Context: an optimization exercise on an open-source flow, tuned for small area and a short achievable clock period. The choices shown serve that exercise and are no tape-out recipe. Where RTL was checked, it was by simulation tests only, not by an equivalence proof against the original.

==> inputs of run K <==
## square_extractor
module square_extractor #(
	parameter WIDTH = 32
)(
	input clk,     
	input rst_n,   
	input din_valid,
	input [2 * WIDTH - 1:0]radicand,
	output dout_valid,
	output [WIDTH - 1:0]dout,
	output [2 * WIDTH - 1:0]remainder
);
export LEC_CHECK = 0
export ABC_AREA = 1
export CAP_MARGIN = 20
export CORE_MARGIN = 2
export CORE_UTILIZATION = 40
export CTS_CLUSTER_DIAMETER = 60
export CTS_CLUSTER_SIZE = 40
export SETUP_SLACK_MARGIN = 3.05
export SLEW_MARGIN = 20
create_clock -name core_clock -period 5.5 [get_ports {clk}]
run.sh (not shown) runs the stock make flow with config.mk's settings and CLKGATE_MAP_FILE= SYNTH_SCRIPT=/design/flow/synth_recipe.tcl, a recipe that flattens the netlist after the stock synthesis.
==> inputs of run A, as changes to run K <==
--- a/flow/config.mk
+++ b/flow/config.mk
@@ -11,4 +11,4 @@
 export CORE_UTILIZATION = 40
-export CTS_CLUSTER_DIAMETER = 60
-export CTS_CLUSTER_SIZE = 40
+export CTS_CLUSTER_DIAMETER = 300
+export CTS_CLUSTER_SIZE = 16
 export SETUP_SLACK_MARGIN = 3.05
==> inputs of run D, as changes to run K <==
--- a/flow/config.mk
+++ b/flow/config.mk
@@ -12,4 +12,4 @@
 export CTS_CLUSTER_DIAMETER = 60
-export CTS_CLUSTER_SIZE = 40
-export SETUP_SLACK_MARGIN = 3.05
+export CTS_CLUSTER_SIZE = 30
+export SETUP_SLACK_MARGIN = 3.2
 export SLEW_MARGIN = 20
==> inputs of run M, as changes to run K <==
==> flow/flow/run.sh (new file) <==
#!/bin/bash
# Own flow: the standard layout (standard.sh), except that synthesis maps
# the combinational logic with flow/abc.script (see flow/synth.tcl).  Each
# step's full output goes to a log file of its own in this folder.
set -euo pipefail
W=$(pwd)
export OWN_WORK=$W
export OWN_ABC_SCRIPT=$W/flow/abc.script
for step in synth floorplan place cts route finish; do
  bash standard.sh SYNTH_SCRIPT=$W/flow/synth.tcl $step > $W/$step.log 2>&1
done
==> flow/flow/abc.script (new file) <==
strash
dch
map -B 0.9
topo
stime -c
buffer -c
upsize -c
dnsize -c
==> flow/flow/synth.tcl (new file) <==
# The standard flow's synthesis script (synth_recipe.tcl in the work folder), without
# Yosys's extract_fa step (ORFS's mapping of full and half adders onto the
# library's fa/ha cells) and with Yosys's abc pass run on flow/abc.script.
# Only the mapping of the combinational logic changes; the flip-flops and
# their names are the standard synthesis's.
proc extract_fa {args} { puts "own flow: extract_fa skipped" }
proc abc {args} {
  set i [lsearch $args -script]
  lset args [expr {$i + 1}] $::env(OWN_ABC_SCRIPT)
  puts "own flow: abc $args"
  yosys abc {*}$args
}
source $::env(OWN_WORK)/synth_recipe.tcl
==> flow/standard.sh (new file) <==
#!/bin/bash
# synth_recipe.tcl (not shown) runs the flow's synth.tcl, then flattens the netlist and writes it again
# the make line also repeats each setting of config.mk as NAME=value (left out here)
make -C /OpenROAD-flow-scripts/flow DESIGN_CONFIG=/design/flow/config.mk WORK_HOME=/design/flow/orfs CLKGATE_MAP_FILE= SYNTH_SCRIPT=/design/flow/synth_recipe.tcl "${@:-finish}"
--- a/flow/config.mk
+++ b/flow/config.mk
@@ -11,4 +11,4 @@
 export CORE_UTILIZATION = 40
-export CTS_CLUSTER_DIAMETER = 60
-export CTS_CLUSTER_SIZE = 40
+export CTS_CLUSTER_DIAMETER = 200
+export CTS_CLUSTER_SIZE = 20
 export SETUP_SLACK_MARGIN = 3.05
removed: flow/run.sh
==> run notes <==
quantity                                                              run K                     run M                   run A                     run D
Post-synth cell types                                                    55                        51                      55                        55
Post-Synth Simple-Gate Area                                           28.3%                     36.1%                   28.3%                     28.3%
Number of clock buffers in the layout                                   143                        99                     123                       152
Data arrival at the endpoint of the critical path                   1350 ps                   1300 ps                 3160 ps                   1340 ps
Wire length of the first global-routing pass                      348000 um                 356000 um               348000 um                 358000 um
Run status                                         timing/DRC/antenna clean  timing/DRC/antenna clean  timing/DRC/antenna clean  timing/DRC/antenna clean
Multi-input logic area                                          40900 sq um               38900 sq um             40700 sq um               44200 sq um
Met2 capacity usage during global routing                             35.9%                     38.3%                   36.0%                     36.8%
Post-CTS Setup Repair Bufs                                               13                         4                      13                        86
Slew of the pin with the lowest slew margin                         1120 ps                    636 ps                  753 ps                    770 ps
Category of the most critical setup path           flip-flop to output port  flip-flop to output port  flip-flop to flip-flop  flip-flop to output port
DP HPWL                                                           180000 um                 183000 um               180000 um                 182000 um
Clk tree area frac                                                    5.65%                     2.90%                   3.55%                     5.41%
Worst r2r dst                                                      r_s5[11]                 r_s16[18]                r_s5[11]                  r_s5[11]
Overall global routing resource usage                                 22.4%                     22.6%                   22.3%                     23.0%
Worst-case setup margin in the final layout                         3050 ps                   3100 ps                 3040 ps                   3060 ps
WP data required                                                    4400 ps                   4400 ps                 6200 ps                   4400 ps
CORE AREA                                                      192000 sq um              192000 sq um            192000 sq um              192000 sq um

==> try-cedar <==
square_extractor, a different RTL version from the one above (not shown whole).
// square_extractor
module square_extractor #(
	parameter WIDTH = 32
)(
	input clk,     
	input rst_n,   
	input din_valid,
	input [2 * WIDTH - 1:0]radicand,
	output dout_valid,
	output [WIDTH - 1:0]dout,
	output [2 * WIDTH - 1:0]remainder
);
	wire [0:0] qn1;
	wire [1:0] r1;
	assign qn1 = ~(|radicand[63:62]);
	assign r1 = {radicand[63] & radicand[62], radicand[63] & ~radicand[62]};
	wire [61:0] x1 = radicand[61:0];
	reg v_s0;
	reg [0:0] qn_s0;
	reg [1:0] r_s0;
	reg [61:0] x_s0;
	always @(posedge clk or negedge rst_n)
		if (!rst_n) v_s0 <= 1'b0;
		else v_s0 <= din_valid;
	always @(posedge clk) begin qn_s0 <= qn1; r_s0 <= r1; x_s0 <= x1; end
	wire [0:0] qn1_in = qn_s0;
	wire [1:0] r1_in = r_s0;
	wire [61:0] x1_in = x_s0;
	wire [1:0] qn2;
	wire [2:0] r2;
	square_cell #(.J(1)) u_row1 (.r(r1_in), .qn(qn1_in), .b(x1_in[61:60]), .nr(r2), .nqn(qn2));
	wire [59:0] x2 = x1_in[59:0];
	reg v_s1;
	reg [1:0] qn_s1;
	reg [2:0] r_s1;
	reg [59:0] x_s1;
	always @(posedge clk or negedge rst_n)
		if (!rst_n) v_s1 <= 1'b0;
		else v_s1 <= v_s0;
	always @(posedge clk) begin qn_s1 <= qn2; r_s1 <= r2; x_s1 <= x2; end
	wire [1:0] qn2_in = qn_s1;
	wire [2:0] r2_in = r_s1;
	wire [59:0] x2_in = x_s1;
	wire [2:0] qn3;
	wire [3:0] r3;
	square_cell #(.J(2)) u_row2 (.r(r2_in), .qn(qn2_in), .b(x2_in[59:58]), .nr(r3), .nqn(qn3));
	wire [57:0] x3 = x2_in[57:0];
	reg v_s2;
	reg [2:0] qn_s2;
	reg [3:0] r_s2;
	reg [57:0] x_s2;
	always @(posedge clk or negedge rst_n)
		if (!rst_n) v_s2 <= 1'b0;
		else v_s2 <= v_s1;
	always @(posedge clk) begin qn_s2 <= qn3; r_s2 <= r3; x_s2 <= x3; end
	wire [2:0] qn3_in = qn_s2;
	wire [3:0] r3_in = r_s2;
	wire [57:0] x3_in = x_s2;
	wire [3:0] qn4;
	wire [4:0] r4;
	square_cell #(.J(3)) u_row3 (.r(r3_in), .qn(qn3_in), .b(x3_in[57:56]), .nr(r4), .nqn(qn4));
	wire [55:0] x4 = x3_in[55:0];
	reg v_s3;
	reg [3:0] qn_s3;
	reg [4:0] r_s3;
	reg [55:0] x_s3;
  ...
==> module square_cell, before the edit <==
module square_cell #(
	parameter J = 1
)(
	input  [J:0]   r,      
	input  [J-1:0] qn,     
	input  [1:0]   b,      
	output [J+1:0] nr,
	output [J:0]   nqn
);
	wire [J+2:0] d = {r, b} + {1'b1, qn, 2'b11};
	wire ge = ~d[J+2];
	assign nqn = {qn, ~ge};
	assign nr = ge ? d[J+1:0] : {r[J-1:0], b};
endmodule
clock: 5.5 ns
lec_check: 0
abc_area: 1
cap_margin: 20
core_margin: 2
core_utilization: 55
cts_cluster_diameter: 60
cts_cluster_size: 30
setup_slack_margin: 3
slew_margin: 20
Stock flow here: none of the scripts above is used.
==> inputs of try-delta, as changes to try-cedar <==
Settings changed: CORE_UTILIZATION 55 to 40, CTS_CLUSTER_DIAMETER 60 to unset, CTS_CLUSTER_SIZE 30 to unset.
==> inputs of try-amber, as changes to try-cedar <==
--- a/flow/design.v
+++ b/flow/design.v
@@ -9,6 +9,7 @@
 );
-	wire [J+2:0] d = {r, b} + {1'b1, qn, 2'b11};
-	wire ge = ~d[J+2];
+	wire [J+1:0] s = {1'b0, r} + {1'b0, 1'b1, qn} + {{(J+1){1'b0}}, |b};
+	wire ge = s[J+1];
 	assign nqn = {qn, ~ge};
-	assign nr = ge ? d[J+1:0] : {r[J-1:0], b};
+	assign nr[1:0]   = ge ? {~(b[1] ^ b[0]), ~b[0]} : b;
+	assign nr[J+1:2] = ge ? s[J-1:0] : r[J-1:0];
 endmodule
Settings changed: CORE_UTILIZATION 55 to 40, CTS_CLUSTER_DIAMETER 60 to unset, CTS_CLUSTER_SIZE 30 to unset, SETUP_SLACK_MARGIN 3 to 5.0.
==> inputs of try-nickel, as changes to try-cedar <==
Settings changed: CORE_UTILIZATION 55 to 40.
==> notes <==
try-delta completed without violations. try-amber completed with no timing, DRC or antenna violations. try-cedar produced a clean layout. try-nickel went through all stages and came out clean. Between try-nickel and try-amber, the lower synthesized cell count is in try-amber (gap 9.0%, measured against try-amber). Of try-cedar and try-amber, try-amber has the higher setup slack (gap 0.066 ns). Of try-amber and try-nickel, try-amber has the higher fmax (gap 2.7%, measured against try-nickel). Between try-cedar and try-delta, the lower design area is in try-cedar (gap 3.1%, measured against try-delta). Hold slack: try-delta is better than try-amber (0.028 ns).
==> figures <==
| item | try-nickel | try-amber | try-cedar | try-delta |
|---|---|---|---|---|
| Post-DP HPWL | 185000 microns | 150000 microns | 182000 microns | 185000 microns |
| Final weighted congestion of routability-driven global placement | 0.961 | 0.922 | 0.999 | 0.961 |
| Area added between synthesis and finish | 12.8% | 33.1% | 11.5% | 15.1% |
| Post-Route Skew | 0.0344 ns | 0.0585 ns | 0.0409 ns | 0.0631 ns |
| Global-route wire length before repair | 357000 microns | 333000 microns | 350000 microns | 361000 microns |
| Status | timing/DRC/antenna clean | timing/DRC/antenna clean | timing/DRC/antenna clean | timing/DRC/antenna clean |
| Count of fill cells added during filler insertion | 20500 | 17800 | 13400 | 20300 |
| Endpoint of the worst hold-timing path | x_s12[27]$_DFF_P_ | - | x_s14[7]$_DFF_P_ | x_s5[26]$_DFF_P_ |
| Gate Count Post-Synth | 10200 | 9359 | 10200 | 10200 |
| Fraction of cell area in non-clock buffers | 0.0144 | 0.0536 | 0.0169 | 0.0141 |
| Overall die width | 460 microns | 449 microns | 393 microns | 460 microns |
| Final instance area | 0.0937 sq mm | 0.106 sq mm | 0.0927 sq mm | 0.0956 sq mm |
| Per-cell via count in the routed design | 4.89 | 4.77 | 5.29 | 4.88 |
No functional check of the RTL was part of any run of this note.

==> exp/xenon: inputs <==
Another version of the RTL of square_extractor (not shown whole).
// square_extractor
module square_extractor #(
	parameter WIDTH = 32
)(
	input clk,     
	input rst_n,   
	input din_valid,
	input [2 * WIDTH - 1:0]radicand,
	output dout_valid,
	output [WIDTH - 1:0]dout,
	output [2 * WIDTH - 1:0]remainder
);
==> flow/config.mk <==
export PLATFORM = sky130hd
export DESIGN_NAME = square_extractor
export DESIGN_NICKNAME = square_extractor
export VERILOG_FILES = /design/flow/design.v
export SDC_FILE = /design/flow/constraint.sdc
export NUM_CORES = 8
export LEC_CHECK = 0
export ABC_AREA = 1
export CAP_MARGIN = 20
export CORE_MARGIN = 2
export CORE_UTILIZATION = 40
export CTS_CLUSTER_DIAMETER = 200
export CTS_CLUSTER_SIZE = 20
export SETUP_SLACK_MARGIN = 3.1
export SLEW_MARGIN = 20
==> flow/constraint.sdc <==
create_clock -name core_clock -period 5.5 [get_ports {clk}]
set_input_delay 1.1000 -clock core_clock [delete_from_list [all_inputs] [get_ports {clk}]]
set_output_delay 1.1000 -clock core_clock [all_outputs]
set_load 0.01 [all_outputs]
standard.sh (not shown) runs the stock make flow with config.mk's settings and CLKGATE_MAP_FILE= SYNTH_SCRIPT=/design/flow/synth_recipe.tcl, a recipe that flattens the netlist after the stock synthesis.
==> flow/flow/run.sh <==
#!/bin/bash
# Own flow: the standard layout (standard.sh, all steps unchanged), except
# that synthesis skips Yosys's extract_fa step and maps the combinational
# logic with flow/abc.script (ORFS's abc_area.script); see flow/synth.tcl.
# Each step's full output goes to a log file of its own in this folder.
set -euo pipefail
W=$(pwd)
export OWN_WORK=$W
export OWN_ABC_SCRIPT=$W/flow/abc.script
for step in synth floorplan place cts route finish; do
  bash standard.sh SYNTH_SCRIPT=$W/flow/synth.tcl $step > $W/$step.log 2>&1
done
==> flow/flow/abc.script <==
strash
dch
map -B 0.9
topo
stime -c
buffer -c
upsize -c
dnsize -c
==> flow/flow/synth.tcl <==
# The standard flow's synthesis script (synth_recipe.tcl in the work folder), without
# Yosys's extract_fa step (ORFS's mapping of full and half adders onto the
# library's fa/ha cells) and with Yosys's abc pass run on flow/abc.script.
# Only the mapping of the combinational logic changes; the flip-flops and
# their names are the standard synthesis's.
proc extract_fa {args} { puts "own flow: extract_fa skipped" }
proc abc {args} {
  set i [lsearch $args -script]
  lset args [expr {$i + 1}] $::env(OWN_ABC_SCRIPT)
  puts "own flow: abc $args"
  yosys abc {*}$args
}
source $::env(OWN_WORK)/synth_recipe.tcl
==> exp/quartz (differences from exp/xenon) <==
--- a/flow/design.v
+++ b/flow/design.v
@@ -3401,15 +3401,15 @@
 	always @(posedge clk) begin qn_s21 <= qn31; r_s21 <= r31; x_s21 <= x31; end
 	wire [31:0] qn32;
 	wire [32:0] r32;
 	square_row31 u_step31 (.r(r_s21), .qn(qn_s21), .b(x_s21[1:0]), .nr(r32), .nqn(qn32));
 	reg v_s22;
-	reg [31:0] q_s22;
+	reg [31:0] qn_s22;
 	reg [32:0] r_s22;
 	always @(posedge clk or negedge rst_n)
 		if (!rst_n) v_s22 <= 1'b0;
 		else v_s22 <= v_s21;
-	always @(posedge clk) begin q_s22 <= ~qn32; r_s22 <= r32; end
+	always @(posedge clk) begin qn_s22 <= qn32; r_s22 <= r32; end
 	assign dout_valid = v_s22;
-	assign dout = q_s22;
+	assign dout = ~qn_s22;
 	assign remainder = {31'b0, r_s22};
 endmodule
Settings changed: GPL_ROUTABILITY_DRIVEN from default to 0.
==> exp/cedar (differences from exp/xenon) <==
--- a/flow/design.v
+++ b/flow/design.v
@@ -3401,15 +3401,15 @@
 	always @(posedge clk) begin qn_s21 <= qn31; r_s21 <= r31; x_s21 <= x31; end
 	wire [31:0] qn32;
 	wire [32:0] r32;
 	square_row31 u_step31 (.r(r_s21), .qn(qn_s21), .b(x_s21[1:0]), .nr(r32), .nqn(qn32));
 	reg v_s22;
-	reg [31:0] q_s22;
+	reg [31:0] qn_s22;
 	reg [32:0] r_s22;
 	always @(posedge clk or negedge rst_n)
 		if (!rst_n) v_s22 <= 1'b0;
 		else v_s22 <= v_s21;
-	always @(posedge clk) begin q_s22 <= ~qn32; r_s22 <= r32; end
+	always @(posedge clk) begin qn_s22 <= qn32; r_s22 <= r32; end
 	assign dout_valid = v_s22;
-	assign dout = q_s22;
+	assign dout = ~qn_s22;
 	assign remainder = {31'b0, r_s22};
 endmodule
Settings changed: SETUP_SLACK_MARGIN 3.1 to 3.12.
==> results.sh <==
export IMPL_critPathKind="flop to primary output"
export IMPL_final_setup_skew_ns=0.0492
export IMPL_inv_count=930
export IMPL_outcome="timing/DRC/antenna clean"
export IMPL_grt_pass1_vias=49500
export IMPL_grt_util_met3=0.0207
export IMPL_vias_per_cell=4.85
export IMPL_netlist_top_cells_count="nand2_1, dfxtp_1, nor2_1"
export IMPL_arrival_ns=1.24
(the above is from exp/cedar)
==> results.sh <==
export IMPL_outcome="timing/DRC/antenna clean"
export IMPL_final_setup_skew_ns=0.0571
export IMPL_num_multi_input_gates=6330
export IMPL_yosysUniqueCellTypes=69
export IMPL_overflow=0
export IMPL_critPathBufInv=1
export IMPL_max_slew_margin_rel=0.358
export IMPL_start_kind="flop"
export IMPL_vias_per_cell=4.87
export IMPL_multi_input_area_mm2=0.0326
export IMPL_grt_util_met3=0.0217
export IMPL_cts_resized=478
export IMPL_dp_final_hpwl_um=114000
export IMPL_netlist_top_cells_count="nand2_1, dfxtp_1, nor2_1"
export IMPL_arrival_ns=2.97
export IMPL_inv_count=929
(the above is from exp/quartz)
==> results.sh <==
export IMPL_outcome="timing/DRC/antenna clean"
export IMPL_final_setup_skew_ns=0.0513
export IMPL_vias_per_cell=4.81
export IMPL_critPathKind="flop to primary output"
export IMPL_grt_pass1_vias=50800
export IMPL_inv_count=926
export IMPL_arrival_ns=1.24
export IMPL_netlist_top_cells_count="nand2_1, dfxtp_1, nor2_1"
(the above is from exp/xenon)
Only the layout flow was run in exp/xenon; the RTL was not checked for function there.

-- re-timing with driven ports --
Ports are ideal in the flow. The routed layouts listed here were re-timed in OpenROAD.
Step 1 (the two cells are an assumption about what drives the block):
set clk [get_ports {clk}]
set_driving_cell -lib_cell sky130_fd_sc_hd__clkbuf_16 $clk
set_driving_cell -lib_cell sky130_fd_sc_hd__buf_2 [delete_from_list [all_inputs] $clk]
Step 2 times the ports against the registers' clock, not the clock port: input delays grow and output delays shrink by t, the midpoint of the rising clock arrivals with the driver on.
Slacks: ideal ports / drivers / drivers and shift; pairs: ideal ports / drivers.
run	t (ns)	slack for setup (ns)	pins driven straight from the clock port
run K	0.881	3.052 / 2.969 / 2.640	1
run A	0.863	3.044 / 3.030 / 2.651	1
run D	0.890	3.064 / 2.980 / 2.613	1
run M	0.838	3.098 / 3.012 / 2.953	1
try-cedar	0.857	3.008 / 2.970 / 3.008	1
try-delta	0.909	3.038 / 2.944 / 3.040	1
try-amber	0.910	3.074 / 2.991 / 3.078	1
try-nickel	0.906	3.009 / 2.942 / 3.009	1
exp/xenon	0.786	3.157 / 3.077 / 2.600	1
exp/quartz	0.789	3.106 / 3.085 / 2.596	1
exp/cedar	0.795	3.158 / 3.079 / 2.656	1
After both steps every run listed still meets setup and hold. For exp/xenon, which loses most, drivers alone change the setup slack by -0.080 ns; drivers and shift together by -0.557 ns.
